What follows belongs to an exercise in optimizing a design on an open flow for small area; a production flow would make more cautious choices. Only simulation tests tie the RTL to the original design; equivalence was not proved. The clock cells of runs 1 and 5 come from the design's own scripts or RTL, not from TritonCTS. No driver is modelled on the clock port, so clock power and skew are understated where the tree is cut down; a real chip needs a root buffer or a tree. Power figures rest on the tool's default switching activity, not on a simulated workload.

<file path="flow/config.mk">
export PLATFORM = sky130hd
export DESIGN_NAME = ChipInterface
export DESIGN_NICKNAME = ChipInterface
export VERILOG_FILES = /design/flow/design.v
export SDC_FILE = /design/flow/constraint.sdc
export NUM_CORES = 4
export LEC_CHECK = 0
export CAP_MARGIN = 20
export CORE_MARGIN = 2
export CORE_UTILIZATION = 40
export SLEW_MARGIN = 20
</file>
<file path="flow/constraint.sdc">
create_clock -name core_clock -period 12.0 [get_ports {CLOCK_50}]
set_input_delay 2.4000 -clock core_clock [delete_from_list [all_inputs] [get_ports {CLOCK_50}]]
set_output_delay 2.4000 -clock core_clock [all_outputs]
set_load 0.01 [all_outputs]
</file>
<file path="flow/design.v">
`default_nettype none
module ChipInterface
  (output logic [6:0] HEX7, HEX6,
  output logic [7:0] LEDG,
  input logic [17:0] SW,
  input logic [3:0] KEY,
  input logic CLOCK_50);
  logic [1:0] act_a, act_s;
  always_ff @(posedge CLOCK_50) begin
    act_a <= {~(KEY[2] & KEY[1]), (KEY[2] & KEY[1]) ? ~KEY[0] : KEY[2]};
    act_s <= act_a;
  end
  logic force_s, y_s;
  assign force_s = act_s[1];
  assign y_s = act_s[0];
  function automatic logic [2:0] corner_code(input logic [3:0] v);
    corner_code[2] = (v == 4'd2) | (v == 4'd4) | (v == 4'd6) | (v == 4'd8);
    corner_code[1] = v[3] | (v[2] & v[1]);    
    corner_code[0] = v[3] | ~v[2];            
  endfunction
  function automatic logic [2:0] edge_code(input logic [3:0] v);
    edge_code[2] = (v == 4'd1) | (v == 4'd3) | (v == 4'd7) | (v == 4'd9);
    edge_code[1] = v[3] | v[2];               
    edge_code[0] = ~v[1];                     
  endfunction
  logic [2:0] c1, c3, e2, e4, e6;
  logic m5;
  logic [3:0] n7, n8, n9;
  logic [3:0] entry, sel;
  assign entry = SW[3:0];
  assign sel = SW[7:4];
  logic [2:0] entry_c, entry_e;
  assign entry_c = corner_code(entry);
  assign entry_e = edge_code(entry);
  always_ff @(posedge CLOCK_50) begin
    if (force_s) begin
      if (y_s) begin
        c1 <= corner_code(4'd8);
        e2 <= edge_code(4'd1);
        c3 <= corner_code(4'd6);
        e4 <= edge_code(4'd3);
        m5 <= 1'b1;
        e6 <= edge_code(4'd7);
        n7 <= 4'd4;
        n8 <= 4'd9;
        n9 <= 4'd2;
      end
      else begin
        c1 <= {1'b0, corner_code(4'd8) & 2'b11};
        e2 <= {1'b0, edge_code(4'd1) & 2'b11};
        c3 <= {1'b0, corner_code(4'd6) & 2'b11};
        e4 <= {1'b0, edge_code(4'd3) & 2'b11};
        m5 <= 1'b0;
        e6 <= {1'b0, edge_code(4'd7) & 2'b11};
        n7 <= 4'd0;
        n8 <= 4'd0;
        n9 <= 4'd0;
      end
    end
    else if (y_s) begin
      case (sel)
        4'd1: c1 <= entry_c;
        4'd2: e2 <= entry_e;
        4'd3: c3 <= entry_c;
        4'd4: e4 <= entry_e;
        4'd5: m5 <= (entry == 4'd5);
        4'd6: e6 <= entry_e;
        4'd7: n7 <= entry;
        4'd8: n8 <= entry;
        4'd9: n9 <= entry;
        default: ;
      endcase
    end
  end
  function automatic logic [2:0] corner_class(input logic [3:0] v);
    case (v)
      4'd2: corner_class = 3'b101;
      4'd4: corner_class = 3'b100;
      4'd6: corner_class = 3'b110;
      4'd8: corner_class = 3'b111;
      default: corner_class = 3'b000;
    endcase
  endfunction
  function automatic logic [2:0] edge_class(input logic [3:0] v);
    case (v)
      4'd1: edge_class = 3'b101;
      4'd3: edge_class = 3'b100;
      4'd7: edge_class = 3'b110;
      4'd9: edge_class = 3'b111;
      default: edge_class = 3'b000;
    endcase
  endfunction
  logic [2:0] c7, c9, e8;
  assign c7 = corner_class(n7);
  assign c9 = corner_class(n9);
  assign e8 = edge_class(n8);
  logic s1, g1, s3, g3;
  assign {s1, g1} = c1[1:0];
  assign {s3, g3} = c3[1:0];
  logic [1:0] want2, want4;
  assign want2 = {~(g1 ? s1 : s3), ~(s1 ^ s3)};
  assign want4 = {~(g1 ? s1 : ~s3), s1 ^ s3};
  logic it_is_magic;
  assign it_is_magic = m5 & c1[2] & c3[2] & (g1 != g3)
                     & (c9 == {1'b1, ~s1, g1})
                     & (c7 == {1'b1, ~s3, g3})
                     & (e2 == {1'b1, want2})
                     & (e8 == {1'b1, ~want2[1], want2[0]})
                     & (e4 == {1'b1, want4})
                     & (e6 == {1'b1, ~want4[1], want4[0]});
  assign LEDG = {8{it_is_magic}};
  function automatic logic [4:0] bcd_add(input logic [3:0] a, b);
    logic [3:0] t;
    logic c, ge10;
    c = 1'b0;
    for (int i = 0; i < 4; i++) begin
      t[i] = a[i] ^ b[i] ^ c;
      c = (a[i] & b[i]) | (c & (a[i] ^ b[i]));
    end
    ge10 = c | (t[3] & (t[2] | t[1]));
    if (ge10) bcd_add = {1'b1, t[3] ^ (t[2] | t[1]), ~(t[2] ^ t[1]), ~t[1], t[0]};
    else bcd_add = {1'b0, t};
  endfunction
  function automatic logic [6:0] seg7(input logic [3:0] d);
    case (d)
      4'd0: seg7 = 7'b100_0000;
      4'd1: seg7 = 7'b111_1001;
      4'd2: seg7 = 7'b010_0100;
      4'd3: seg7 = 7'b011_0000;
      4'd4: seg7 = 7'b001_1001;
      4'd5: seg7 = 7'b001_0010;
      4'd6: seg7 = 7'b000_0010;
      4'd7: seg7 = 7'b111_1000;
      4'd8: seg7 = 7'b000_0000;
      4'd9: seg7 = 7'b001_1000;
      default: seg7 = 7'b111_1111;
    endcase
  endfunction
  logic [4:0] s98, s987;
  assign s98 = bcd_add(n9, n8);
  assign s987 = bcd_add(s98[3:0], n7);
  assign HEX6 = seg7(s987[3:0]);
  assign HEX7 = seg7({2'b00, s98[4] & s987[4], s98[4] ^ s987[4]});
endmodule
</file>
<file path="flow/flow/run.sh">
#!/bin/bash
# Own layout flow: the standard flow, with
#  - synthesis mapped by several area-oriented abc scripts (flow/cand*.abc), keeping the
#    smallest mapping, and no adder-cell extraction; registers are mapped exactly as in the
#    standard synthesis, before abc runs,
#  - port buffers made of buf_1 cells,
#  - clock tree synthesis without dummy loads, with clkbuf_4 buffers.
set -euo pipefail
W=$PWD
export ADDER_MAP_FILE=
export OWN_ABC_DIR=$W/flow
export BUFFER_PORTS_ARGS="-buffer_cell sky130_fd_sc_hd__buf_1"
export CTS_ARGS="-sink_clustering_enable -repair_clock_nets -dont_use_dummy_load -buf_list sky130_fd_sc_hd__clkbuf_4"
export POST_CTS_TCL=$W/flow/post_cts.tcl
export OWN_CLOCK_PORT=CLOCK_50
export OWN_CLOCK_BUFS=1
export OWN_CLOCK_BUF=sky130_fd_sc_hd__clkbuf_16
cat flow/abc_override.tcl synth_recipe.tcl > own_synth.tcl
sed "s#SYNTH_SCRIPT=[^ ']*#SYNTH_SCRIPT=$W/own_synth.tcl#" standard.sh > own_standard.sh
grep -q "SYNTH_SCRIPT=$W/own_synth.tcl" own_standard.sh
bash own_standard.sh > own_flow.log 2>&1
</file>
<file path="flow/flow/abc_override.tcl">
# Map with several area-oriented abc scripts (flow/cand*.abc) in place of ORFS's speed script,
# without a delay target, and keep the mapping with the smallest cell area.
proc abc {args} {
  set i [lsearch -exact $args -D]
  if { $i >= 0 } {
    set args [lreplace $args $i [expr { $i + 1 }]]
  }
  set si [lsearch -exact $args -script]
  set lib [lindex $args [expr { [lsearch -exact $args -liberty] + 1 }]]
  yosys design -save own_pre_abc
  set best ""
  foreach script [lsort [glob $::env(OWN_ABC_DIR)/cand*.abc]] {
    yosys design -load own_pre_abc
    lset args [expr { $si + 1 }] $script
    yosys abc {*}$args
    set out [yosys tee -q -s result.string stat -liberty $lib]
    regexp {Chip area for module[^:]*:\s*([0-9.]+)} $out -> area
    puts "abc candidate $script: area $area"
    if { $best eq "" || $area < $best } {
      set best $area
      yosys design -save own_best_abc
    }
  }
  yosys design -load own_best_abc
  puts "abc best area: $best"
}
</file>
<file path="flow/flow/cand09.abc">
strash
dch -f
amap
topo
</file>
<file path="flow/flow/post_cts.tcl">
# Rebuild the clock tree that CTS made as one level: the clock port drives a few clkbuf_8
# buffers directly, and each buffer drives a share of the registers.
set block [ord::get_db_block]
set db [ord::get_db]
set port_net [$block findNet $::env(OWN_CLOCK_PORT)]
set bufs {}
set sinks {}
set todo [list $port_net]
while { [llength $todo] > 0 } {
  set net [lindex $todo 0]
  set todo [lrange $todo 1 end]
  foreach it [$net getITerms] {
    if { ![$it isInputSignal] } { continue }
    set inst [$it getInst]
    set mname [[$inst getMaster] getName]
    if { [string match "sky130_fd_sc_hd__clkbuf_*" $mname] } {
      lappend bufs $inst
      lappend todo [[$inst findITerm X] getNet]
    } else {
      lappend sinks $it
    }
  }
}
puts "own clock tree: [llength $bufs] CTS buffers, [llength $sinks] sinks"
set old_nets {}
foreach b $bufs {
  set n [[$b findITerm X] getNet]
  lappend old_nets $n
  foreach it [$b getITerms] { if { [$it getNet] ne "NULL" } { $it disconnect } }
  odb::dbInst_destroy $b
}
foreach it $sinks { $it disconnect }
foreach n $old_nets { odb::dbNet_destroy $n }
# split the sinks into groups by x position
set nbuf $::env(OWN_CLOCK_BUFS)
set master [$db findMaster $::env(OWN_CLOCK_BUF)]
set sorted [lsort -command { apply {{a b} {
  expr { [lindex [[$a getInst] getLocation] 0] - [lindex [[$b getInst] getLocation] 0] } } } } $sinks]
set per [expr { int(ceil([llength $sorted] / double($nbuf))) }]
for { set g 0 } { $g < $nbuf } { incr g } {
  set group [lrange $sorted [expr { $g * $per }] [expr { ($g + 1) * $per - 1 }]]
  if { [llength $group] == 0 } { continue }
  set net [odb::dbNet_create $block "clknet_own_$g"]
  $net setSigType CLOCK
  set inst [odb::dbInst_create $block $master "clkbuf_own_$g"]
  [$inst findITerm A] connect $port_net
  [$inst findITerm X] connect $net
  set sx 0
  set sy 0
  foreach it $group {
    $it connect $net
    lassign [[$it getInst] getLocation] x y
    set sx [expr { $sx + $x }]
    set sy [expr { $sy + $y }]
  }
  $inst setLocation [expr { int($sx / [llength $group]) }] [expr { int($sy / [llength $group]) }]
  $inst setPlacementStatus PLACED
  puts "own clock buffer $g: [llength $group] sinks"
}
detailed_placement
check_placement -verbose
estimate_parasitics -placement
</file>
<file path="flow/standard.sh">
#!/bin/bash
# synth_recipe.tcl (not shown) runs the flow's synth.tcl, then flattens the netlist and writes it again
# the make line also repeats each setting of config.mk as NAME=value (left out here)
make -C /OpenROAD-flow-scripts/flow DESIGN_CONFIG=/design/flow/config.mk WORK_HOME=/design/flow/orfs CLKGATE_MAP_FILE= SYNTH_SCRIPT=/design/flow/synth_recipe.tcl "${@:-finish}"
</file>
==> results of run 1 <==
power by group through the flow:
stage	Combinational (mW)	Clock (mW)	Sequential, mW
final	0.119	0.0401	0.134
after global routing	0.137	0.0432	0.135
after detailed placement	0.119	0	0.136
after global placement	0.118	0	0.136
after floorplan	0.0903	0	0.135
logic make-up (layout without fill, tap and decap cells):
logic type      Yosys count  after routing  synth area share [%]
compound gates           75             75                  24.3
simple gates             68             68                  15.8
buf+inv                  44             66                  10.8
other cells               1              1                 0.197
flops                    32             32                  48.4
xor+xnor                  1              1                 0.460
stage by stage:
step                hold slack, ns  area (sq um)
finish                       0.338          2030
global route                 0.348          2030
detailed placement           0.312          2010
global placement             0.311          2010
floorplan                    0.310          1900
Yosys cell counts:
cell type,count,area [sq um]
a22oi_1,4,30.0
o211ai_1,1,7.51
a21oi_1,14,70.1
a31oi_1,4,25.0
nor3_1,1,5.00
o2111a_1,1,11.3
xnor2_1,1,8.76
o21a_1,3,22.5
and4b_1,1,10.0
or4_1,1,7.51
nor4_1,1,6.26
o21ai_0,27,135
nor2_1,29,109
nand2_1,23,86.3
nand4_1,1,6.26
edfxtp_1,28,841
or3_1,1,6.26
dfxtp_1,4,80.1
nand3_1,3,15.0
a222oi_1,1,10.0
conb_1,1,3.75
a21boi_0,1,7.51
o31ai_1,6,45.0
o22ai_1,6,37.5
nor2b_1,3,18.8
buf_4,11,82.6
o2111ai_1,1,8.76
clkinv_1,33,124
or2_0,2,12.5
nor4bb_1,1,10.0
o221ai_1,2,17.5
o41ai_1,4,35.0
nor3b_1,1,7.51
worst max-delay path, delay by kind of cell, from the launching register on:
kind / cells / cell delay (ns)
AOI/OAI and AO/OA: 13 / 2.95
DFF: 1 / 0.40
and+or+nand+nor: 4 / 0.35
buffers and inverters: 7 / 0.99
per-layer routing:
layer,wire [microns],up-vias
met2,1820,46
met1,1760,725
met3,157,4
met5,0,-
li1,-,838
met4,36,0
flip-flops by register name, summed over array words and instances (netlist names):
signal / flops
e6: 3
c3: 3
act_s: 2
e2: 3
act_a: 2
n8: 4
c1: 3
e4: 3
n9: 4
n7: 4
m5: 1
how the worst max path moves through the flow:
stage	from	end	slack, ns	cells past startpoint
after floorplan	n8[1]	HEX6[3]	5.52	24
after global placement	n8[1]	HEX6[3]	5.04	24
after detailed placement	n8[1]	HEX6[3]	4.99	24
after global routing	n8[1]	HEX6[3]	3.91	24
final	n8[1]	HEX6[3]	4.75	24
area by class of cell:
cell class	instances	share of cell area, %
buffer	1	1.23
inverter	33	6.09
multi-input combinational	145	38.2
sequential	32	45.3
tap	54	3.32
timing repair buffer	32	5.91
==> impl_metrics.csv, run 1 <==
group,metric,value,unit
worst_hold_path,hp-class,"flop to flop",
grt,busiest_layer,"met2",
detailed_routing,drt-vias-per-instance,5.43,
power,p_int,0.183,mW
sta,fin_tns_setup,0,ns
worst_setup_path,critPathArrivalTime,4.85,ns
cells_and_area,insertedDiodeCount,0,
power,fin_total_pwr,0.293,mW
sta,rsz0062_at_grt,"no",
power,p_leak,0.673,nW
grt,grt_pass1_vias,1403,
grt,antenna_found_initial,0,
worst_hold_path,hp-start,"act_a[0]",
power,switchingPower,0.110,mW
logic_synthesis,yosys_register_bits,32,
detailed_routing,wl,3780,microns
cells_and_area,fillCellCount,464,
sta,worst_slew_pin_slew,1.01,ns
sta,fin_crit,7.25,ns
worst_setup_path,crit_top_cell,"o21ai_0",
sta,setup_viol,0,
worst_setup_path,cpPeakStageDelay,0.42,ns
sta,fmax,138,MHz
placed_design,place_inst,296,
sta,slew_headroom,31.6,%
cells_and_area,final_cell_mix,"clkinv_1 (33), buf_1 (32), nor2_1 (29)",
run_status,status,"timing/DRC/antenna clean",
placed_design,dp_hpwl,3060,microns
cells_and_area,multi_input_area,776,sq um
detailed_routing,wl_per_cell,12.7,microns
cts,cts.sink_count,32,
worst_hold_path,hold_path_end,"act_s[0]",
placed_design,place_worst_setup_slack,4.99,ns
power,switching_share,37.5,%
grt,grt_start_max_net_pins,33,
worst_setup_path,reg2reg_depth,4,
power,seqPwrFrac,45.6,%
grt,grt_pass1_wl,6350,microns
cts,clkTransAtPathRegs,0.11,ns
cells_and_area,final_cells,297,
worst_setup_path,required,9.60,ns
placed_design,port_buffers,32,
cells_and_area,area_growth,6.84,%
logic_synthesis,avgSynthCellArea,8.61,sq um
logic_synthesis,syn_inst,221,
detailed_routing,ant_nets,0,
cts,worst_skew_pair.late_latency,0.17,ns
logic_synthesis,yosysSeqAreaShare,48.4,%
sta,hold_viol_final,0,
grt,overflow,0,
sta,setup_slack,4.75,ns
cells_and_area,fin_util,43.6,%
power,vdd_drop_max,0.0754,mV
floorplan,die-area,0.00533,sq mm
worst_setup_path,path_class,"flop to output pin",
worst_setup_path,r2r_start,"act_s[1]",
worst_setup_path,endpoint_kind,"output pin",
worst_setup_path,crit_fanout,6,
worst_setup_path,crit_slowest_cell,"o21ai_0",
grt,use_met3,0.829,%
power,power_frac_comb,40.7,%
grt,use_met2,26.5,%
detailed_routing,drtPass1Iterations,4,
cells_and_area,drive_gt1_share,0.412,%
grt,gr-usage-all-layers,15.0,%
floorplan,start_util,40.8,%
logic_synthesis,yosys_warnings,1,
detailed_routing,num_vias,1613,
floorplan,core_area,0.00466,sq mm
sta,finClkSkew,0.00382,ns
placed_design,routabilityCongestion,0.861,
floorplan,die_w,73.0,microns
cells_and_area,seq_area,921,sq um
floorplan,die_y,73.0,microns
worst_setup_path,r2r_end,"e2[2]",
sta,finalCritPeriodShare,60.4,%
detailed_routing,drc,0,
power,p_clk_share,13.7,%
worst_hold_path,min_path_cells,0,
logic_synthesis,ys_types,33,
worst_setup_path,r2r_slack,10.09,ns
logic_synthesis,synth_nets,244,
cells_and_area,layout_commonest_cell,"clkinv_1",
floorplan,rows,25,
sta,maxSlewViolCount,0,
worst_setup_path,startpoint_type,"flop",
power,power_density,144,mW/mm^2
floorplan,io-pin-count,45,
grt,grt_util_met1,20.9,%
detailed_routing,initialDrtViolationCount,95,
logic_synthesis,synthesis.area,0.00190,sq mm
run,max-cap-violations,0,
cells_and_area,fin_nets,268,
worst_setup_path,crit_chain,"clkinv_1 > o22ai_1 > o22ai_1 > o21ai_0 > clkinv_1 > o21ai_0 > nand2_1 > clkinv_1 > o22ai_1 > o21ai_0 > o21ai_0 > nand2_1 > nand2_1 > o21ai_0 > o221ai_1 > clkinv_1 > nor2_1 > a21oi_1 > clkinv_1 > o21ai_0 > o21ai_0 > clkinv_1 > o211ai_1 > buf_1",
==> run 2, diff against run 1 <==
==> flow/flow/run.sh (replaced) <==
#!/bin/bash
# Own layout flow: the standard flow, with
#  - synthesis mapped for area: ORFS's synthesis (synth_recipe.tcl) is run four times in
#    parallel, each trying eight area-oriented abc scripts (written to abc_cands/) in place of ORFS's
#    speed script and without adder-cell extraction; the smallest mapping found is then used
#    by the layout's own synthesis run. Registers are mapped exactly as in the standard
#    synthesis, before abc runs.
#  - port buffers made of buf_1 cells,
#  - clock tree synthesis without dummy loads, with clkbuf_4 buffers.
# Each tool's output goes to a log file in this folder (explore_N.log, own_flow.log) and to
# ORFS's own logs under orfs*/logs.
set -euo pipefail
W=$PWD
export ADDER_MAP_FILE=
export BUFFER_PORTS_ARGS="-buffer_cell sky130_fd_sc_hd__buf_1"
export CTS_ARGS="-sink_clustering_enable -repair_clock_nets -dont_use_dummy_load -buf_list sky130_fd_sc_hd__clkbuf_4"
cat flow/abc_override.tcl synth_recipe.tcl > own_synth.tcl
# the abc scripts tried: deepsyn with 32 seeds, then amap or (every fourth) nf mapping
mkdir -p abc_cands
for k in $(seq 0 31); do
  f=abc_cands/c$(printf %02d $k).abc
  if (( k % 4 == 3 )); then
    printf 'strash\n&get -n\n&st\n&deepsyn -T 5 -S %d\n&dch -f\n&nf -R 1000\n&put\ntopo\n' $k > $f
  else
    printf 'strash\n&get -n\n&st\n&deepsyn -T 5 -S %d\n&put\ndch -f\namap\ntopo\n' $k > $f
  fi
done
SYNTH_ARG="SYNTH_SCRIPT=$W/own_synth.tcl"
sed "s#SYNTH_SCRIPT=[^ ']*#$SYNTH_ARG#" standard.sh > own_standard.sh
grep -q "$SYNTH_ARG" own_standard.sh
# exploration: four synthesis runs in their own ORFS work folders
pids=()
for n in 0 1 2 3; do
  mkdir -p explore_$n
  sed "s#WORK_HOME=[^ ']*#WORK_HOME=$W/explore_$n/orfs#" own_standard.sh > explore_$n/standard.sh
  cands=""
  for k in $(seq $n 4 31); do cands="$cands $W/abc_cands/c$(printf %02d $k).abc"; done
  ( export OWN_ABC_MODE=explore OWN_ABC_CANDS="$cands" OWN_ABC_OUT=$W/explore_$n
    bash explore_$n/standard.sh synth > explore_$n.log 2>&1 ) &
  pids+=($!)
done
for p in "${pids[@]}"; do wait $p || true; done
best=""
best_area=""
for n in 0 1 2 3; do
  [[ -f explore_$n/best.txt && -f explore_$n/best.il ]] || continue
  a=$(cat explore_$n/best.txt)
  if [[ -z "$best" ]] || python3 -c "import sys; sys.exit(0 if float('$a') < float('$best_area') else 1)"; then
    best=$W/explore_$n/best.il
    best_area=$a
  fi
done
echo "best mapping: $best ($best_area)" > own_choice.log
if [[ -n "$best" ]]; then
  export OWN_ABC_MODE=replay OWN_ABC_BEST=$best
else
  export OWN_ABC_MODE=explore OWN_ABC_CANDS="$W/abc_cands/c00.abc" OWN_ABC_OUT=$W
fi
bash own_standard.sh > own_flow.log 2>&1
--- a/flow/flow/abc_override.tcl
+++ b/flow/flow/abc_override.tcl
@@ -1,5 +1,15 @@
-# Map with several area-oriented abc scripts (flow/cand*.abc) in place of ORFS's speed script,
-# without a delay target, and keep the mapping with the smallest cell area.
+# Technology mapping for area. ORFS's synthesis calls abc once, after the registers are mapped;
+# this replaces that call.
+#  explore mode (OWN_ABC_MODE=explore): map with each abc script in OWN_ABC_CANDS (area-oriented,
+#    no delay target), keep the mapping with the smallest cell area, and save it with its area
+#    to OWN_ABC_OUT/best.il and OWN_ABC_OUT/best.txt.
+#  replay mode (OWN_ABC_MODE=replay): load the mapping saved in OWN_ABC_BEST in place of abc.
 proc abc {args} {
+  if { $::env(OWN_ABC_MODE) eq "replay" } {
+    puts "abc replay: $::env(OWN_ABC_BEST)"
+    yosys design -reset
+    yosys read_rtlil $::env(OWN_ABC_BEST)
+    return
+  }
   set i [lsearch -exact $args -D]
   if { $i >= 0 } {
@@ -10,5 +20,5 @@
   yosys design -save own_pre_abc
   set best ""
-  foreach script [lsort [glob $::env(OWN_ABC_DIR)/cand*.abc]] {
+  foreach script $::env(OWN_ABC_CANDS) {
     yosys design -load own_pre_abc
     lset args [expr { $si + 1 }] $script
@@ -23,4 +33,8 @@
   }
   yosys design -load own_best_abc
+  yosys write_rtlil $::env(OWN_ABC_OUT)/best.il
+  set f [open $::env(OWN_ABC_OUT)/best.txt w]
+  puts $f $best
+  close $f
   puts "abc best area: $best"
 }
removed: flow/flow/cand09.abc
removed: flow/flow/post_cts.tcl
==> impl_metrics.csv, run 2 <==
group,metric,value,unit
run_status,status,"timing/DRC/antenna clean",
sta,finClkSkew,0.0206,ns
worst_hold_path,hold_path_end,"act_s[0]",
floorplan,die-area,0.00506,sq mm
logic_synthesis,synth_compound_area_share,19.9,%
placed_design,port_buffers,32,
cts,cts-buffers-inserted,5,
worst_setup_path,crit_slowest_cell,"nor3_1",
sta,slew_headroom,45.8,%
logic_synthesis,synth_enable_flop_cells,28,
detailed_routing,num_vias,1483,
placed_design,routabilityCongestion,0.882,
worst_setup_path,cpPeakStageDelay,0.51,ns
floorplan,die_w,71.1,microns
detailed_routing,wl_per_cell,11.7,microns
worst_setup_path,crit_buf_inv,5,
cells_and_area,final_cells,291,
detailed_routing,drc,0,
floorplan,rows,24,
logic_synthesis,yosys_register_bits,32,
logic_synthesis,synth_top_cell_area_share,46.6,%
cells_and_area,final_cell_mix,"clkinv_1 (34), buf_1 (32), nor2_1 (30)",
cts,cts.sink_count,32,
grt,grt_pass1_wl,5710,microns
worst_setup_path,startpoint_type,"flop",
logic_synthesis,synthArstFlopShare,0,%
logic_synthesis,synth_nets,236,
sta,hold_viol_final,0,
logic_synthesis,synthesis.area,0.00180,sq mm
worst_setup_path,reg2reg_depth,4,
worst_setup_path,required,9.60,ns
logic_synthesis,syn_inst,213,
placed_design,place_inst,286,
cts,worst_skew_pair.late_latency,0.33,ns
floorplan,die_y,71.1,microns
cts,postCtsHoldBufs,0,
logic_synthesis,ys_types,30,
grt,grt_start_max_net_pins,11,
detailed_routing,wl,3400,microns
detailed_routing,initialDrtViolationCount,73,
worst_setup_path,crit_top_cell,"nor2_1",
logic_synthesis,synth_xor_area_share,0,%
grt,overflow,0,
worst_setup_path,path_class,"flop to output pin",
power,power_density,150,mW/mm^2
logic_synthesis,yosysTopAreaCell,"edfxtp_1",
power,vdd_drop_max,0.0588,mV
logic_synthesis,yosysSeqAreaShare,51.1,%
sta,fin_crit,8.05,ns
worst_setup_path,crit_fanout,8,
logic_synthesis,ys.flop_type,"edfxtp_1",
logic_synthesis,synth_common_cells,"clkinv_1 (34), nor2_1 (30), o21ai_0 (29)",
cells_and_area,fin_nets,264,
detailed_routing,drt-vias-per-instance,5.10,
sta,worst_slew_pin_slew,0.802,ns
logic_synthesis,synthMuxAreaShare,0,%
cells_and_area,seq_area,921,sq um
logic_synthesis,synth.most_common_cell,"clkinv_1",
grt,gr-usage-all-layers,14.5,%
worst_setup_path,r2r_end,"e2[2]",
logic_synthesis,yosys.area_share.simple,17.1,%
sta,setup_viol,0,
cts,ctsLongestPathBuffers,2,
cts,postCtsResizedCells,0,
sta,fin_tns_setup,0,ns
worst_setup_path,endpoint_kind,"output pin",
logic_synthesis,synth_top_family_by_area,"compound AO/OA/AOI/OAI gates",
run,max-cap-violations,0,
sta,fmax,124,MHz
power,p_leak,0.665,nW
cells_and_area,multi_input_area,672,sq um
worst_hold_path,hp-class,"flop to flop",
cells_and_area,insertedDiodeCount,0,
worst_setup_path,crit_family,"compound AO/OA/AOI/OAI gates",
cts,cts_root_buf,"clkbuf_4",
cells_and_area,drive_gt1_share,2.09,%
sta,rsz0062_at_grt,"no",
cts,post-cts-setup-buffer-count,0,
cts,clkTransAtPathRegs,0.09,ns
floorplan,io-pin-count,45,
detailed_routing,drtPass1Iterations,4,
placed_design,dp_hpwl,2750,microns
cts,htreeDepth,2,
worst_setup_path,r2r_slack,10.26,ns
grt,antenna_found_initial,0,
logic_synthesis,avgSynthCellArea,8.46,sq um
power,fin_total_pwr,0.291,mW
cts,tritoncts,"built",
floorplan,start_util,41.4,%
detailed_routing,ant_nets,0,
floorplan,core_area,0.00435,sq mm
sta,finalCritPeriodShare,67.1,%
worst_setup_path,r2r_start,"act_s[1]",
worst_hold_path,hp-start,"act_a[0]",
cells_and_area,layout_commonest_cell,"clkinv_1",
worst_hold_path,min_path_cells,0,
cells_and_area,fillCellCount,434,
worst_setup_path,critPathArrivalTime,5.65,ns
logic_synthesis,synth_area_leaders,"edfxtp_1 (47%), o21ai_0 (8.0%), clkinv_1 (7.1%), nor2_1 (6.2%), nand2_1 (5.6%)",
logic_synthesis,yosys_warnings,1,
cells_and_area,reg_top3,"n7 (4), n8 (4), n9 (4)",
grt,grt_pass1_vias,1323,
cells_and_area,area_growth,7.77,%
logic_synthesis,synthAdderAreaFrac,0,%
sta,maxSlewViolCount,0,
==> run 2: changes by cell type in the layout (fill, tap and decap cells not counted), sizes merged, moves of 3 or more <==
cell | before | now
a22oi | 4 | 1
clkbuf | 1 | 5
nand2 | 23 | 27
nor3 | 1 | 4
o22ai | 6 | 3
o31ai | 6 | 0
o41ai | 4 | 1
==> run 2: worst max-delay path by stage <==
stage,cells past startpoint,to,start
after floorplan,32,LEDG[0],n8[1]
after global placement,32,LEDG[1],n8[1]
after detailed placement,32,LEDG[6],n8[1]
after CTS,32,LEDG[6],n8[1]
after global routing,32,LEDG[6],n8[1]
final,32,LEDG[4],n8[1]
==> run 2: cells by family after synthesis <==
family | Yosys count
and+or+nand+nor | 73
AOI/OAI and AO/OA | 62
buffers and inverters | 45
DFF | 32
other | 1
==> run 2: report_power, final <==
part	internal [mW]	switching, mW	total (mW)	leakage (nW)
combinational	0.0365	0.0706	0.107	0.313
clock	0.0195	0.0298	0.0493	0.0230
sequential	0.130	0.00474	0.134	0.329
total	0.186	0.105	0.291	0.665
==> run 2: metrics by stage <==
stage               utilization (%)  cell area [sq um]  worst slack, ns  hold WS [ns]
finish                         44.6               1940             3.95         0.335
global route                   44.6               1940             2.99         0.336
floorplan                         -               1800             4.84         0.310
detailed placement             43.8               1910             4.24         0.312
global placement               43.8               1910             4.39         0.310
CTS                            44.6               1940             3.88         0.335
==> run 2: final cells by class <==
class                   count  share of cell area, %
well taps                  52                   3.35
clock buffers               5                   1.93
multi-input cells         136                   34.6
inverters                  34                   6.57
repair buffers             32                   6.18
flip-flops and latches     32                   47.4
==> run 2: per-layer routing <==
metal	GRT usage, %	wire (microns)	vias to the layer above	share of wire, %
li1	-	-	790	-
met1	18.2	1540	635	45
met2	24.0	1580	48	47
met3	2.56	171	10	5.0
met4	7.55	98	0	2.9
met5	0	0	-	0
==> run 3, diff against run 2 <==
--- a/flow/flow/run.sh
+++ b/flow/flow/run.sh
@@ -21,7 +21,7 @@
   f=abc_cands/c$(printf %02d $k).abc
   if (( k % 4 == 3 )); then
-    printf 'strash\n&get -n\n&st\n&deepsyn -T 5 -S %d\n&dch -f\n&nf -R 1000\n&put\ntopo\n' $k > $f
+    printf 'strash\n&get -n\n&st\n&deepsyn -T 60 -S %d\n&dch -f\n&nf -R 1000\n&put\ntopo\n' $k > $f
   else
-    printf 'strash\n&get -n\n&st\n&deepsyn -T 5 -S %d\n&put\ndch -f\namap\ntopo\n' $k > $f
+    printf 'strash\n&get -n\n&st\n&deepsyn -T 60 -S %d\n&put\ndch -f\namap\ntopo\n' $k > $f
   fi
 done
==> impl_metrics.csv, run 3 <==
group,metric,value,unit
sta,finClkSkew,0.0157,ns
sta,fin_crit,7.53,ns
grt,antenna_found_initial,0,
run_status,status,"timing/DRC/antenna clean",
detailed_routing,wl_met1,1640,microns
worst_setup_path,path_class,"flop to output pin",
floorplan,die_w,70.9,microns
worst_setup_path,startpoint_type,"flop",
worst_setup_path,critPathArrivalTime,5.13,ns
placed_design,routabilityCongestion,0.862,
detailed_routing,wl,3670,microns
sta,maxSlewViolCount,0,
power,vdd_drop_max,0.0869,mV
floorplan,rows,24,
cts,postCtsResizedCells,0,
floorplan,start_util,41.4,%
worst_setup_path,r2r_start,"act_s[0]",
detailed_routing,drt-vias-per-instance,5.20,
worst_setup_path,crit_fanout,8,
worst_setup_path,cp-endpoint,"LEDG[3]",
cts,tritoncts,"built",
power,p_leak,0.653,nW
logic_synthesis,synth.most_common_cell,"nor2_1",
cells_and_area,drive_gt1_share,2.12,%
cells_and_area,fillCellCount,455,
logic_synthesis,synthesis.area,0.00179,sq mm
detailed_routing,wl_per_cell,12.7,microns
cts,postCtsHoldBufs,0,
grt,grt_pass1_vias,1393,
logic_synthesis,yosysSeqAreaShare,51.4,%
sta,setup_slack,4.47,ns
power,fin_total_pwr,0.293,mW
cells_and_area,final_cell_mix,"nor2_1 (35), clkinv_1 (32), buf_1 (32)",
logic_synthesis,yosys_warnings,1,
placed_design,placed_cell_area,0.00189,sq mm
sta,rsz0062_at_grt,"no",
worst_hold_path,hp-class,"flop to flop",
worst_setup_path,cp-startpoint,"n9[0]",
grt,grt_pass1_wl,6110,microns
worst_setup_path,endpoint_kind,"output pin",
logic_synthesis,synth_nets,233,
floorplan,io-pin-count,45,
sta,setup_viol,0,
placed_design,place_worst_setup_slack,4.85,ns
logic_synthesis,ys_types,29,
detailed_routing,initialDrtViolationCount,62,
power,power_density,152,mW/mm^2
logic_synthesis,synth_top_cell_area_share,46.9,%
detailed_routing,dr_wl_met2,1770,microns
cts,cts.sink_count,32,
cells_and_area,insertedDiodeCount,0,
logic_synthesis,syn_inst,210,
floorplan,core_area,0.00432,sq mm
sta,hold_viol_final,0,
logic_synthesis,ys.flop_type,"edfxtp_1",
logic_synthesis,synth_common_cells,"nor2_1 (35), clkinv_1 (32), edfxtp_1 (28)",
cells_and_area,area_growth,7.82,%
worst_setup_path,r2r_end,"n7[0]",
placed_design,place_inst,283,
sta,slew_headroom,37.0,%
sta,fmax,133,MHz
worst_setup_path,required,9.60,ns
worst_setup_path,r2r_slack,10.11,ns
cts,clkTransAtPathRegs,0.09,ns
cells_and_area,fin_nets,261,
cts,cts-buffers-inserted,5,
sta,worst_slew_pin_slew,0.936,ns
grt,gr-usage-all-layers,15.7,%
detailed_routing,drtPass1Iterations,4,
detailed_routing,drc,0,
detailed_routing,ant_nets,0,
floorplan,die-area,0.00503,sq mm
logic_synthesis,synthArstFlopShare,0,%
logic_synthesis,yosys_register_bits,32,
cells_and_area,layout_commonest_cell,"nor2_1",
cts,htreeDepth,2,
logic_synthesis,synth_area_leaders,"edfxtp_1 (47%), nor2_1 (7.3%), clkinv_1 (6.7%), o21ai_0 (6.1%), nand2_1 (5.2%)",
grt,grt_start_max_net_pins,16,
detailed_routing,num_vias,1499,
cts,cts_root_buf,"clkbuf_4",
sta,finalCritPeriodShare,62.7,%
cts,ctsLongestPathBuffers,2,
logic_synthesis,yosysTopAreaCell,"edfxtp_1",
detailed_routing,top_layer,"met4",
cells_and_area,reg_top3,"n7 (4), n8 (4), n9 (4)",
logic_synthesis,synth_enable_flop_cells,28,
placed_design,port_buffers,32,
cts,worst_skew_pair.late_latency,0.33,ns
cells_and_area,final_cells,288,
grt,overflow,0,
cells_and_area,stdcell_area,0.00193,sq mm
placed_design,dp_hpwl,2920,microns
logic_synthesis,avgSynthCellArea,8.53,sq um
detailed_routing,route.met3.wl,184,microns
worst_setup_path,reg2reg_depth,3,
run,max-cap-violations,0,
cts,post-cts-setup-buffer-count,0,
floorplan,die_y,70.9,microns
sta,fin_tns_setup,0,ns
-- run 3: power by group --
group | internal (mW) | switching (mW)
sequential | 0.131 | 0.00538
combinational | 0.0339 | 0.0716
clock | 0.0195 | 0.0315
-- run 3: through the flow --
stage / utilization, % / hold slack, ns
2_1_floorplan: - / 0.310
3_3_place_gp: 43.8 / 0.313
3_5_place_dp: 43.8 / 0.318
4_1_cts: 44.7 / 0.339
5_1_grt: 44.7 / 0.347
6_report: 44.7 / 0.334
-- run 3: how the worst min path moves through the flow --
stage	cells past startpoint	slack, ns	endpoint	startpoint
after global placement	0	0.31	act_s[1]	act_a[1]
after global routing	0	0.35	act_s[1]	act_a[1]
after floorplan	0	0.31	act_s[0]	act_a[0]
final	0	0.33	act_s[1]	act_a[1]
after detailed placement	0	0.32	act_s[1]	act_a[1]
after CTS	0	0.34	act_s[1]	act_a[1]
-- run 3: layout make-up --
| cell class | instances | area (sq um) | share of cell area [%] |
|---|---|---|---|
| clock buffer | 5 | 37.5 | 1.94 |
| sequential | 32 | 921 | 47.7 |
| timing repair buffer | 32 | 120 | 6.22 |
| inverter | 32 | 120 | 6.22 |
| tap | 52 | 65.1 | 3.37 |
| multi-input combinational | 135 | 668 | 34.6 |
-- run 3: layer usage --
metal | GRT usage, % | vias up
met5 | 0 | -
met4 | 7.13 | 0
met3 | 3.42 | 8
met2 | 27.7 | 46
met1 | 18.2 | 670
li1 | - | 775
-- run 3: kinds of logic after synthesis --
kind of cell	synth area share, %
and+or+nand+nor	18.1
DFF	51.4
other	0.209
AOI/OAI and AO/OA	19.0
buffers and inverters	11.3
-- run 3: critical path, cell delays in order, from the launching register on --
cell and delay [ns]:
edfxtp_1 0.34, clkinv_1 0.09, nor2_1 0.15, clkinv_1 0.14, nor3_1 0.21, a21oi_1 0.05, o21ai_0 0.14, nor2_1 0.11
a31oi_1 0.27, nor2_1 0.09, a21oi_1 0.22, nor2_1 0.09, nor2_1 0.11, o22ai_1 0.08, o21ai_0 0.33, nor2_1 0.10
and2_0 0.19, nor2_1 0.18, nor2_1 0.05, o21ai_0 0.18, o21ai_0 0.22, nand2_1 0.17, nor2_1 0.06, nor2_1 0.13
nand2_1 0.12, nor4_1 0.73, buf_1 0.22
==> run 4, diff against run 3 <==
--- a/flow/design.v
+++ b/flow/design.v
@@ -15,12 +15,8 @@
   assign y_s = act_s[0];
   function automatic logic [2:0] corner_code(input logic [3:0] v);
-    corner_code[2] = (v == 4'd2) | (v == 4'd4) | (v == 4'd6) | (v == 4'd8);
-    corner_code[1] = v[3] | (v[2] & v[1]);    
-    corner_code[0] = v[3] | ~v[2];            
+    corner_code = {(v == 4'd2) | (v == 4'd4) | (v == 4'd6) | (v == 4'd8), v[2], v[1]};
   endfunction
   function automatic logic [2:0] edge_code(input logic [3:0] v);
-    edge_code[2] = (v == 4'd1) | (v == 4'd3) | (v == 4'd7) | (v == 4'd9);
-    edge_code[1] = v[3] | v[2];               
-    edge_code[0] = ~v[1];                     
+    edge_code = {(v == 4'd1) | (v == 4'd3) | (v == 4'd7) | (v == 4'd9), v[1], v[3] | v[2]};
   endfunction
   logic [2:0] c1, c3, e2, e4, e6;
@@ -47,10 +43,10 @@
       end
       else begin
-        c1 <= {1'b0, corner_code(4'd8) & 2'b11};
-        e2 <= {1'b0, edge_code(4'd1) & 2'b11};
-        c3 <= {1'b0, corner_code(4'd6) & 2'b11};
-        e4 <= {1'b0, edge_code(4'd3) & 2'b11};
+        c1 <= corner_code(4'd8) & 3'b011;
+        e2 <= edge_code(4'd1) & 3'b011;
+        c3 <= corner_code(4'd6) & 3'b011;
+        e4 <= edge_code(4'd3) & 3'b011;
         m5 <= 1'b0;
-        e6 <= {1'b0, edge_code(4'd7) & 2'b11};
+        e6 <= edge_code(4'd7) & 3'b011;
         n7 <= 4'd0;
         n8 <= 4'd0;
@@ -73,41 +69,4 @@
     end
   end
-  function automatic logic [2:0] corner_class(input logic [3:0] v);
-    case (v)
-      4'd2: corner_class = 3'b101;
-      4'd4: corner_class = 3'b100;
-      4'd6: corner_class = 3'b110;
-      4'd8: corner_class = 3'b111;
-      default: corner_class = 3'b000;
-    endcase
-  endfunction
-  function automatic logic [2:0] edge_class(input logic [3:0] v);
-    case (v)
-      4'd1: edge_class = 3'b101;
-      4'd3: edge_class = 3'b100;
-      4'd7: edge_class = 3'b110;
-      4'd9: edge_class = 3'b111;
-      default: edge_class = 3'b000;
-    endcase
-  endfunction
-  logic [2:0] c7, c9, e8;
-  assign c7 = corner_class(n7);
-  assign c9 = corner_class(n9);
-  assign e8 = edge_class(n8);
-  logic s1, g1, s3, g3;
-  assign {s1, g1} = c1[1:0];
-  assign {s3, g3} = c3[1:0];
-  logic [1:0] want2, want4;
-  assign want2 = {~(g1 ? s1 : s3), ~(s1 ^ s3)};
-  assign want4 = {~(g1 ? s1 : ~s3), s1 ^ s3};
-  logic it_is_magic;
-  assign it_is_magic = m5 & c1[2] & c3[2] & (g1 != g3)
-                     & (c9 == {1'b1, ~s1, g1})
-                     & (c7 == {1'b1, ~s3, g3})
-                     & (e2 == {1'b1, want2})
-                     & (e8 == {1'b1, ~want2[1], want2[0]})
-                     & (e4 == {1'b1, want4})
-                     & (e6 == {1'b1, ~want4[1], want4[0]});
-  assign LEDG = {8{it_is_magic}};
   function automatic logic [4:0] bcd_add(input logic [3:0] a, b);
     logic [3:0] t;
@@ -142,3 +101,17 @@
   assign HEX6 = seg7(s987[3:0]);
   assign HEX7 = seg7({2'b00, s98[4] & s987[4], s98[4] ^ s987[4]});
+  logic even9, even7, sum15, x4, y4, it_is_magic;
+  assign even9 = ~n9[0] & (n9[3] == ~(n9[2] | n9[1]));
+  assign even7 = ~n7[0] & (n7[3] == ~(n7[2] | n7[1]));
+  assign sum15 = (s98[4] ^ s987[4]) & (s987[3:0] == 4'd5);
+  assign x4 = n9[1] ^ n7[1];
+  assign y4 = n9[2] ? n7[1] : ~n9[1];
+  assign it_is_magic = m5 & c1[2] & c3[2] & e2[2] & e4[2] & e6[2]
+                     & even9 & even7 & (n9[2] ^ n7[2]) & sum15
+                     & (c1[1] == n9[2]) & (c1[0] != n9[1])
+                     & (c3[1] == n7[2]) & (c3[0] != n7[1])
+                     & (e2[1] == n8[1]) & (e2[0] == ~(n8[3] | n8[2]))
+                     & (e4[1:0] == {x4, y4})
+                     & (e6[1:0] == {x4, ~y4});
+  assign LEDG = {8{it_is_magic}};
 endmodule
==> impl_metrics.csv, run 4 <==
group,metric,value,unit
run_status,status,"timing/DRC/antenna clean",
logic_synthesis,yosys_warnings,1,
sta,setup_viol,0,
logic_synthesis,avgSynthCellArea,8.97,sq um
logic_synthesis,synthesis.area,0.00179,sq mm
detailed_routing,drc,0,
floorplan,io-pin-count,45,
power,p_leak,0.637,nW
worst_setup_path,crit_fanout,8,
sta,worst_slew_pin_slew,0.767,ns
sta,rsz0062_at_grt,"no",
placed_design,routabilityCongestion,0.834,
cts,cts_root_buf,"clkbuf_4",
power,fin_total_pwr,0.279,mW
sta,fmax,103,MHz
floorplan,rows,24,
logic_synthesis,yosys_register_bits,32,
logic_synthesis,ys.flop_type,"edfxtp_1",
floorplan,die_w,70.8,microns
sta,slew_headroom,48.4,%
sta,hold_viol_final,0,
sta,setup_slack,2.33,ns
cts,postCtsResizedCells,0,
logic_synthesis,ys_types,30,
power,vdd_drop_max,0.0752,mV
worst_setup_path,startpoint_type,"flop",
cells_and_area,stdcell_area,0.00193,sq mm
cells_and_area,layout_commonest_cell,"buf_1",
worst_setup_path,r2r_start,"act_s[0]",
run,max-cap-violations,0,
worst_setup_path,r2r_end,"n8[0]",
logic_synthesis,yosysSeqAreaShare,51.6,%
cells_and_area,fin_nets,250,
cts,cts-buffers-inserted,5,
logic_synthesis,yosysTopAreaCell,"edfxtp_1",
detailed_routing,drt-vias-per-instance,5.12,
floorplan,start_util,41.3,%
cts,tritoncts,"built",
placed_design,placed_cell_area,0.00189,sq mm
placed_design,dp_hpwl,2910,microns
detailed_routing,num_vias,1418,
cells_and_area,area_growth,7.85,%
grt,gr-usage-all-layers,15.3,%
cells_and_area,reg_top3,"n7 (4), n8 (4), n9 (4)",
worst_setup_path,crit_top_cell,"nor2_1",
worst_setup_path,critPathArrivalTime,7.27,ns
worst_setup_path,endpoint_kind,"output pin",
cts,ctsLongestPathBuffers,2,
floorplan,die_y,70.8,microns
sta,fin_tns_setup,0,ns
worst_setup_path,r2r_slack,10.14,ns
detailed_routing,ant_nets,0,
sta,maxSlewViolCount,0,
logic_synthesis,synth_nets,222,
logic_synthesis,syn_inst,199,
worst_setup_path,path_class,"flop to output pin",
logic_synthesis,synth_common_cells,"clkinv_1 (28), edfxtp_1 (28), nor2_1 (28)",
worst_setup_path,required,9.60,ns
worst_hold_path,min_path_cells,0,
worst_hold_path,hp-class,"flop to flop",
worst_hold_path,hp-start,"act_a[0]",
placed_design,place_worst_setup_slack,2.63,ns
cts,cts.sink_count,32,
worst_setup_path,cpPeakStageDelay,0.51,ns
worst_setup_path,reg2reg_depth,3,
sta,finalCritPeriodShare,80.6,%
cts,postCtsHoldBufs,0,
cts,clkTransAtPathRegs,0.08,ns
cells_and_area,insertedDiodeCount,0,
detailed_routing,wl_per_cell,12.9,microns
cells_and_area,final_cell_mix,"buf_1 (32), clkinv_1 (28), nor2_1 (28), edfxtp_1 (28), nand2_1 (19)",
worst_setup_path,crit_slowest_cell,"nor3_1",
logic_synthesis,synthArstFlopShare,0,%
logic_synthesis,synth_enable_flop_cells,28,
grt,grt_pass1_wl,5880,microns
floorplan,die-area,0.00501,sq mm
logic_synthesis,synth_top_cell_area_share,47.1,%
sta,fin_crit,9.67,ns
cells_and_area,fin_util,44.5,%
detailed_routing,wl,3570,microns
grt,grt_start_max_net_pins,15,
cts,post-cts-setup-buffer-count,0,
logic_synthesis,synth_area_leaders,"edfxtp_1 (47%), clkinv_1 (5.9%), nor2_1 (5.9%), buf_4 (4.6%), dfxtp_1 (4.5%)",
detailed_routing,drtPass1Iterations,4,
grt,overflow,0,
cells_and_area,drive_gt1_share,2.22,%
cts,htreeDepth,2,
cts,worst_skew_pair.late_latency,0.32,ns
power,power_density,145,mW/mm^2
placed_design,port_buffers,32,
grt,antenna_found_initial,0,
worst_hold_path,hold_path_end,"act_s[0]",
detailed_routing,initialDrtViolationCount,47,
sta,finClkSkew,0.00539,ns
floorplan,core_area,0.00432,sq mm
grt,grt_pass1_vias,1264,
run 4: cell count changes after synthesis, moves of 3 or more:
cell	change
nand2_1	-6
or2_0	+8
a21oi_1	-4
nor3_1	+4
o21ai_0	-6
clkinv_1	-4
o22ai_1	+3
nor2_1	-7
run 4: stage by stage:
stage,instances,hold WS [ns]
after detailed placement,272,0.317
final,277,0.339
after floorplan,199,0.310
after global placement,272,0.320
after global routing,277,0.350
after CTS,277,0.342
run 4: critical path: cells and delay by family, from the launching register on:
family          cells  cell delay [ns]
buf+inv             7             1.00
flops               1             0.41
simple gates       17             3.11
compound gates     12             2.44
run 4: area by class of cell:
type	count	area, sq um
Fill cell	440	2400
Sequential cell	32	921
Multi-Input combinational cell	128	677
Timing Repair Buffer	32	120
Inverter	28	105
Tap cell	52	65.1
Clock buffer	5	37.5
run 4: worst max-delay path by stage:
stage / startpoint / to / slack, ns
final: n8[0] / LEDG[1] / 2.33
after CTS: n9[0] / LEDG[1] / 2.26
after detailed placement: n9[0] / LEDG[1] / 2.63
after global placement: n9[0] / LEDG[2] / 2.78
after floorplan: n8[0] / LEDG[0] / 3.20
after global routing: n9[0] / LEDG[0] / 1.14
run 4: cells by family (layout without fill, tap and decap cells):
group	Yosys count	in the layout	synth area share (%)
other cells	1	1	0.210
flops	32	32	51.6
compound gates	52	52	18.6
buf+inv	39	65	10.5
simple gates	75	75	19.1
run 4: report_power, final:
| part | total (mW) | switching, mW | internal (mW) |
|---|---|---|---|
| Clock | 0.0491 | 0.0296 | 0.0195 |
| Combinational | 0.0946 | 0.0641 | 0.0305 |
| Sequential | 0.135 | 0.00525 | 0.130 |
run 4: per-layer routing:
layer / track usage, % / part of all wire, % / routed length [microns]
met1: 17.9 / 45 / 1620
met2: 27.3 / 48 / 1720
met3: 2.99 / 4.5 / 159
met4: 6.71 / 2.0 / 72
met5: 0 / 0 / 0
==> run 5, diff against run 4 <==
--- a/flow/flow/run.sh
+++ b/flow/flow/run.sh
@@ -2,10 +2,11 @@
 # Own layout flow: the standard flow, with
 #  - synthesis mapped for area: ORFS's synthesis (synth_recipe.tcl) is run four times in
-#    parallel, each trying eight area-oriented abc scripts (written to abc_cands/) in place of ORFS's
+#    parallel, each trying ten area-oriented abc scripts (written to abc_cands/) in place of ORFS's
 #    speed script and without adder-cell extraction; the smallest mapping found is then used
 #    by the layout's own synthesis run. Registers are mapped exactly as in the standard
 #    synthesis, before abc runs.
 #  - port buffers made of buf_1 cells,
-#  - clock tree synthesis without dummy loads, with clkbuf_4 buffers.
+#  - a one-level clock tree: after CTS, flow/post_cts.tcl replaces the tree CTS made with three
+#    clkbuf_4 buffers driven by the clock port, each driving a third of the registers.
 # Each tool's output goes to a log file in this folder (explore_N.log, own_flow.log) and to
 # ORFS's own logs under orfs*/logs.
@@ -15,13 +16,17 @@
 export BUFFER_PORTS_ARGS="-buffer_cell sky130_fd_sc_hd__buf_1"
 export CTS_ARGS="-sink_clustering_enable -repair_clock_nets -dont_use_dummy_load -buf_list sky130_fd_sc_hd__clkbuf_4"
+export POST_CTS_TCL=$W/flow/post_cts.tcl
+export OWN_CLOCK_PORT=CLOCK_50
+export OWN_CLOCK_BUFS=3
+export OWN_CLOCK_BUF=sky130_fd_sc_hd__clkbuf_4
 cat flow/abc_override.tcl synth_recipe.tcl > own_synth.tcl
-# the abc scripts tried: deepsyn with 32 seeds, then amap or (every fourth) nf mapping
+# the abc scripts tried: deepsyn with 40 seeds, then amap or (every fourth) nf mapping
 mkdir -p abc_cands
-for k in $(seq 0 31); do
+for k in $(seq 0 39); do
   f=abc_cands/c$(printf %02d $k).abc
   if (( k % 4 == 3 )); then
-    printf 'strash\n&get -n\n&st\n&deepsyn -T 60 -S %d\n&dch -f\n&nf -R 1000\n&put\ntopo\n' $k > $f
+    printf 'strash\n&get -n\n&st\n&deepsyn -T 45 -S %d\n&dch -f\n&nf -R 1000\n&put\ntopo\n' $k > $f
   else
-    printf 'strash\n&get -n\n&st\n&deepsyn -T 60 -S %d\n&put\ndch -f\namap\ntopo\n' $k > $f
+    printf 'strash\n&get -n\n&st\n&deepsyn -T 45 -S %d\n&put\ndch -f\namap\ntopo\n' $k > $f
   fi
 done
@@ -35,5 +40,5 @@
   sed "s#WORK_HOME=[^ ']*#WORK_HOME=$W/explore_$n/orfs#" own_standard.sh > explore_$n/standard.sh
   cands=""
-  for k in $(seq $n 4 31); do cands="$cands $W/abc_cands/c$(printf %02d $k).abc"; done
+  for k in $(seq $n 4 39); do cands="$cands $W/abc_cands/c$(printf %02d $k).abc"; done
   ( export OWN_ABC_MODE=explore OWN_ABC_CANDS="$cands" OWN_ABC_OUT=$W/explore_$n
     bash explore_$n/standard.sh synth > explore_$n.log 2>&1 ) &
--- a/flow/flow/abc_override.tcl
+++ b/flow/flow/abc_override.tcl
@@ -23,5 +23,8 @@
     yosys design -load own_pre_abc
     lset args [expr { $si + 1 }] $script
-    yosys abc {*}$args
+    if { [catch { yosys abc {*}$args } msg] } {
+      puts "abc candidate $script failed: $msg"
+      continue
+    }
     set out [yosys tee -q -s result.string stat -liberty $lib]
     regexp {Chip area for module[^:]*:\s*([0-9.]+)} $out -> area
==> flow/flow/post_cts.tcl (new file) <==
# Rebuild the clock tree that CTS made as one level: the clock port drives OWN_CLOCK_BUFS
# buffers of type OWN_CLOCK_BUF directly, and each buffer drives a share of the registers.
set block [ord::get_db_block]
set db [ord::get_db]
set port_net [$block findNet $::env(OWN_CLOCK_PORT)]
set bufs {}
set sinks {}
set todo [list $port_net]
while { [llength $todo] > 0 } {
  set net [lindex $todo 0]
  set todo [lrange $todo 1 end]
  foreach it [$net getITerms] {
    if { ![$it isInputSignal] } { continue }
    set inst [$it getInst]
    set mname [[$inst getMaster] getName]
    if { [string match "sky130_fd_sc_hd__clkbuf_*" $mname] } {
      lappend bufs $inst
      lappend todo [[$inst findITerm X] getNet]
    } else {
      lappend sinks $it
    }
  }
}
puts "own clock tree: [llength $bufs] CTS buffers, [llength $sinks] sinks"
set old_nets {}
foreach b $bufs {
  set n [[$b findITerm X] getNet]
  lappend old_nets $n
  foreach it [$b getITerms] { if { [$it getNet] ne "NULL" } { $it disconnect } }
  odb::dbInst_destroy $b
}
foreach it $sinks { $it disconnect }
foreach n $old_nets { odb::dbNet_destroy $n }
# split the sinks into groups by x position
set nbuf $::env(OWN_CLOCK_BUFS)
set master [$db findMaster $::env(OWN_CLOCK_BUF)]
set sorted [lsort -command { apply {{a b} {
  expr { [lindex [[$a getInst] getLocation] 0] - [lindex [[$b getInst] getLocation] 0] } } } } $sinks]
set per [expr { int(ceil([llength $sorted] / double($nbuf))) }]
for { set g 0 } { $g < $nbuf } { incr g } {
  set group [lrange $sorted [expr { $g * $per }] [expr { ($g + 1) * $per - 1 }]]
  if { [llength $group] == 0 } { continue }
  set net [odb::dbNet_create $block "clknet_own_$g"]
  $net setSigType CLOCK
  set inst [odb::dbInst_create $block $master "clkbuf_own_$g"]
  [$inst findITerm A] connect $port_net
  [$inst findITerm X] connect $net
  set sx 0
  set sy 0
  foreach it $group {
    $it connect $net
    lassign [[$it getInst] getLocation] x y
    set sx [expr { $sx + $x }]
    set sy [expr { $sy + $y }]
  }
  $inst setLocation [expr { int($sx / [llength $group]) }] [expr { int($sy / [llength $group]) }]
  $inst setPlacementStatus PLACED
  puts "own clock buffer $g: [llength $group] sinks"
}
detailed_placement
check_placement -verbose
estimate_parasitics -placement
==> impl_metrics.csv, run 5 <==
group,metric,value,unit
run_status,status,"timing/DRC/antenna clean",
worst_setup_path,crit_fanout,8,
worst_setup_path,startpoint_type,"flop",
worst_setup_path,cpPeakStageDelay,0.56,ns
logic_synthesis,synth_compound_area_share,19.4,%
detailed_routing,wl_per_cell,12.5,microns
power,power_density,139,mW/mm^2
sta,fmax,111,MHz
sta,setup_viol,0,
logic_synthesis,synthAdderAreaFrac,0,%
power,power_frac_comb,35.5,%
sta,maxSlewViolCount,0,
worst_setup_path,cp-endpoint,"LEDG[1]",
detailed_routing,drt-vias-per-instance,5.17,
logic_synthesis,synth_nets,218,
floorplan,die_w,70.8,microns
detailed_routing,num_vias,1400,
power,vdd_drop_max,0.0620,mV
worst_setup_path,r2r_slack,10.16,ns
cells_and_area,area_growth,7.01,%
logic_synthesis,yosysTopAreaCell,"edfxtp_1",
placed_design,port_buffers,32,
worst_setup_path,crit_slowest_cell,"a2111oi_0",
floorplan,start_util,41.3,%
logic_synthesis,synth_xor_area_share,0,%
logic_synthesis,yosys.area_share.simple,18.5,%
cells_and_area,fillCellCount,426,
placed_design,place_inst,268,
cells_and_area,reg_top3,"n7 (4), n8 (4), n9 (4)",
worst_setup_path,reg2reg_depth,3,
floorplan,rows,24,
power,switchingPower,0.0933,mW
sta,hold_viol_final,0,
sta,fin_tns_setup,0,ns
power,p_leak,0.627,nW
detailed_routing,initialDrtViolationCount,101,
grt,antenna_found_initial,0,
run,max-cap-violations,0,
cells_and_area,insertedDiodeCount,0,
logic_synthesis,yosys_warnings,1,
cells_and_area,fin_nets,244,
detailed_routing,ant_nets,0,
worst_setup_path,crit_top_cell,"o21ai_0",
grt,grt_pass1_wl,5460,microns
cells_and_area,layout_commonest_cell,"buf_1",
sta,holdWs,0.339,ns
placed_design,dp_hpwl,2760,microns
detailed_routing,drtPass1Iterations,4,
logic_synthesis,synth_common_cells,"edfxtp_1 (28), clkinv_1 (27), nor2_1 (26)",
cts,cts.sink_count,32,
worst_hold_path,hp-start,"act_a[1]",
logic_synthesis,synthesis.area,0.00178,sq mm
logic_synthesis,synth_top_family_by_area,"compound AO/OA/AOI/OAI gates",
logic_synthesis,ys_types,34,
logic_synthesis,synthMuxAreaShare,0,%
floorplan,io-pin-count,45,
sta,rsz0062_at_grt,"no",
cells_and_area,final_cell_mix,"buf_1 (32), edfxtp_1 (28), clkinv_1 (27)",
logic_synthesis,syn_inst,195,
sta,slew_headroom,45.1,%
detailed_routing,wl,3400,microns
logic_synthesis,synthArstFlopShare,0,%
floorplan,core_area,0.00432,sq mm
grt,gr-usage-all-layers,13.8,%
logic_synthesis,ys.flop_type,"edfxtp_1",
sta,finalCritPeriodShare,75.0,%
cells_and_area,final_cells,271,
worst_setup_path,r2r_end,"n8[1]",
worst_setup_path,path_class,"flop to output pin",
logic_synthesis,synth.most_common_cell,"edfxtp_1",
grt,grt_pass1_vias,1213,
power,p_int,0.173,mW
logic_synthesis,yosysSeqAreaShare,51.6,%
cts,clkTransAtPathRegs,0.10,ns
sta,fin_crit,9.01,ns
grt,grt_start_max_net_pins,13,
worst_setup_path,required,9.60,ns
worst_setup_path,cp-startpoint,"n9[1]",
power,seqPwrFrac,50.5,%
floorplan,die_y,70.8,microns
logic_synthesis,yosys_register_bits,32,
worst_setup_path,critPathArrivalTime,6.61,ns
floorplan,die-area,0.00501,sq mm
grt,overflow,0,
logic_synthesis,avgSynthCellArea,9.15,sq um
placed_design,routabilityCongestion,0.773,
logic_synthesis,synth_area_leaders,"edfxtp_1 (47%), clkinv_1 (5.7%), nor2_1 (5.5%), o21ai_0 (4.8%), buf_4 (4.6%)",
logic_synthesis,synth_top_cell_area_share,47.1,%
power,switching_share,35.1,%
worst_setup_path,endpoint_kind,"output pin",
sta,worst_slew_pin_slew,0.816,ns
detailed_routing,drc,0,
worst_setup_path,r2r_start,"act_s[0]",
cells_and_area,drive_gt1_share,1.37,%
power,p_clk_share,14.0,%
worst_hold_path,hp-class,"flop to flop",
sta,finClkSkew,0.00788,ns
cts,worst_skew_pair.late_latency,0.16,ns
logic_synthesis,synth_enable_flop_cells,28,
## run 5: cell count changes after synthesis, sizes merged, moves of 2 or more
cell and change:
o221ai +2, or3 +3, a32oi +2, nor3 -4
nor2 -2, a21oi -5
## run 5: worst min path at each step
stage | slack, ns | cells past startpoint | end
after floorplan | 0.31 | 0 | act_s[0]
after global placement | 0.31 | 0 | act_s[1]
after detailed placement | 0.32 | 0 | act_s[1]
after global routing | 0.35 | 0 | act_s[1]
final | 0.34 | 0 | act_s[1]
## run 5: power by group through the flow
stage | combinational, mW | sequential, mW | clock [mW]
2_1_floorplan | 0.0719 | 0.135 | 0
3_3_place_gp | 0.0944 | 0.137 | 0
3_5_place_dp | 0.0946 | 0.137 | 0
5_1_grt | 0.108 | 0.136 | 0.0410
6_report | 0.0944 | 0.134 | 0.0373
## run 5: cell families (layout without fill, tap and decap cells)
kind of cell           count (synthesis)  after routing
buffers and inverters                 38             62
AO/OA/AOI/OAI                         52             52
AND/OR/NAND/NOR                       72             72
other                                  1              1
flip-flops                            32             32
## run 5: through the flow
stage / area [sq um] / util [%] / power (mW) / setup WS, ns
final: 1910 / 44.2 / 0.266 / 2.99
after global placement: 1890 / 43.6 / 0.231 / 3.27
after global routing: 1910 / 44.2 / 0.285 / 1.87
after floorplan: 1780 / - / 0.207 / 3.96
after detailed placement: 1890 / 43.6 / 0.232 / 3.23
## run 5: per-layer routing
layer	GRT usage [%]	vias up	share of wire [%]
li1	-	752	-
met1	17.0	613	46
met2	25.1	29	49
met3	1.71	6	2.5
met4	4.19	0	2.0
met5	0	-	0
## run 5: final cells by class
class	count	area (sq um)	area share, %
inverters	27	101	5.31
multi-input cells	125	679	35.6
repair buffers	32	120	6.29
flip-flops and latches	32	921	48.2
plain buffers	3	22.5	1.18
well taps	52	65.1	3.41
## run 5: critical path: cells and delay by family, from the launching register on
| family | cells | cell delay [ns] |
|---|---|---|
| buf+inv | 4 | 0.55 |
| compound gates | 13 | 3.60 |
| simple gates | 12 | 1.84 |
| flops | 1 | 0.45 |

## static timing again, ports no longer ideal
The results above use ideal ports. As a check the final layouts listed here were re-extracted and re-timed, cells and wires unchanged.
Step 1, drivers: a clkbuf_16 drives CLOCK_50 and a buf_2 each remaining input, both assumed.
Step 2 moves the port delays by t, midway between the first and last clock arrival at a register: inputs arrive t later, outputs are due t later. That takes back most of the time a late clock gives input paths.
a / b / c = ideal ports / drivers / drivers and shift; a / b = the first two.
| run | shift t [ns] | setup slack, ns | hold WS [ns] | cell pins on the clock port's net |
|---|---|---|---|---|
| run 1 | 0.193 | 4.751 / 4.722 / 4.915 | 0.338 / 0.338 / 0.338 | 1 |
| run 2 | 0.336 | 3.945 / 3.926 / 4.261 | 0.335 / 0.335 / 0.335 | 1 |
| run 3 | 0.344 | 4.475 / 4.454 / 4.798 | 0.334 / 0.334 / 0.334 | 1 |
| run 4 | 0.336 | 2.331 / 2.311 / 2.646 | 0.339 / 0.339 / 0.339 | 1 |
| run 5 | 0.192 | 2.994 / 2.965 / 3.157 | 0.339 / 0.339 / 0.339 | 3 |
After both steps every run listed still meets setup and hold.
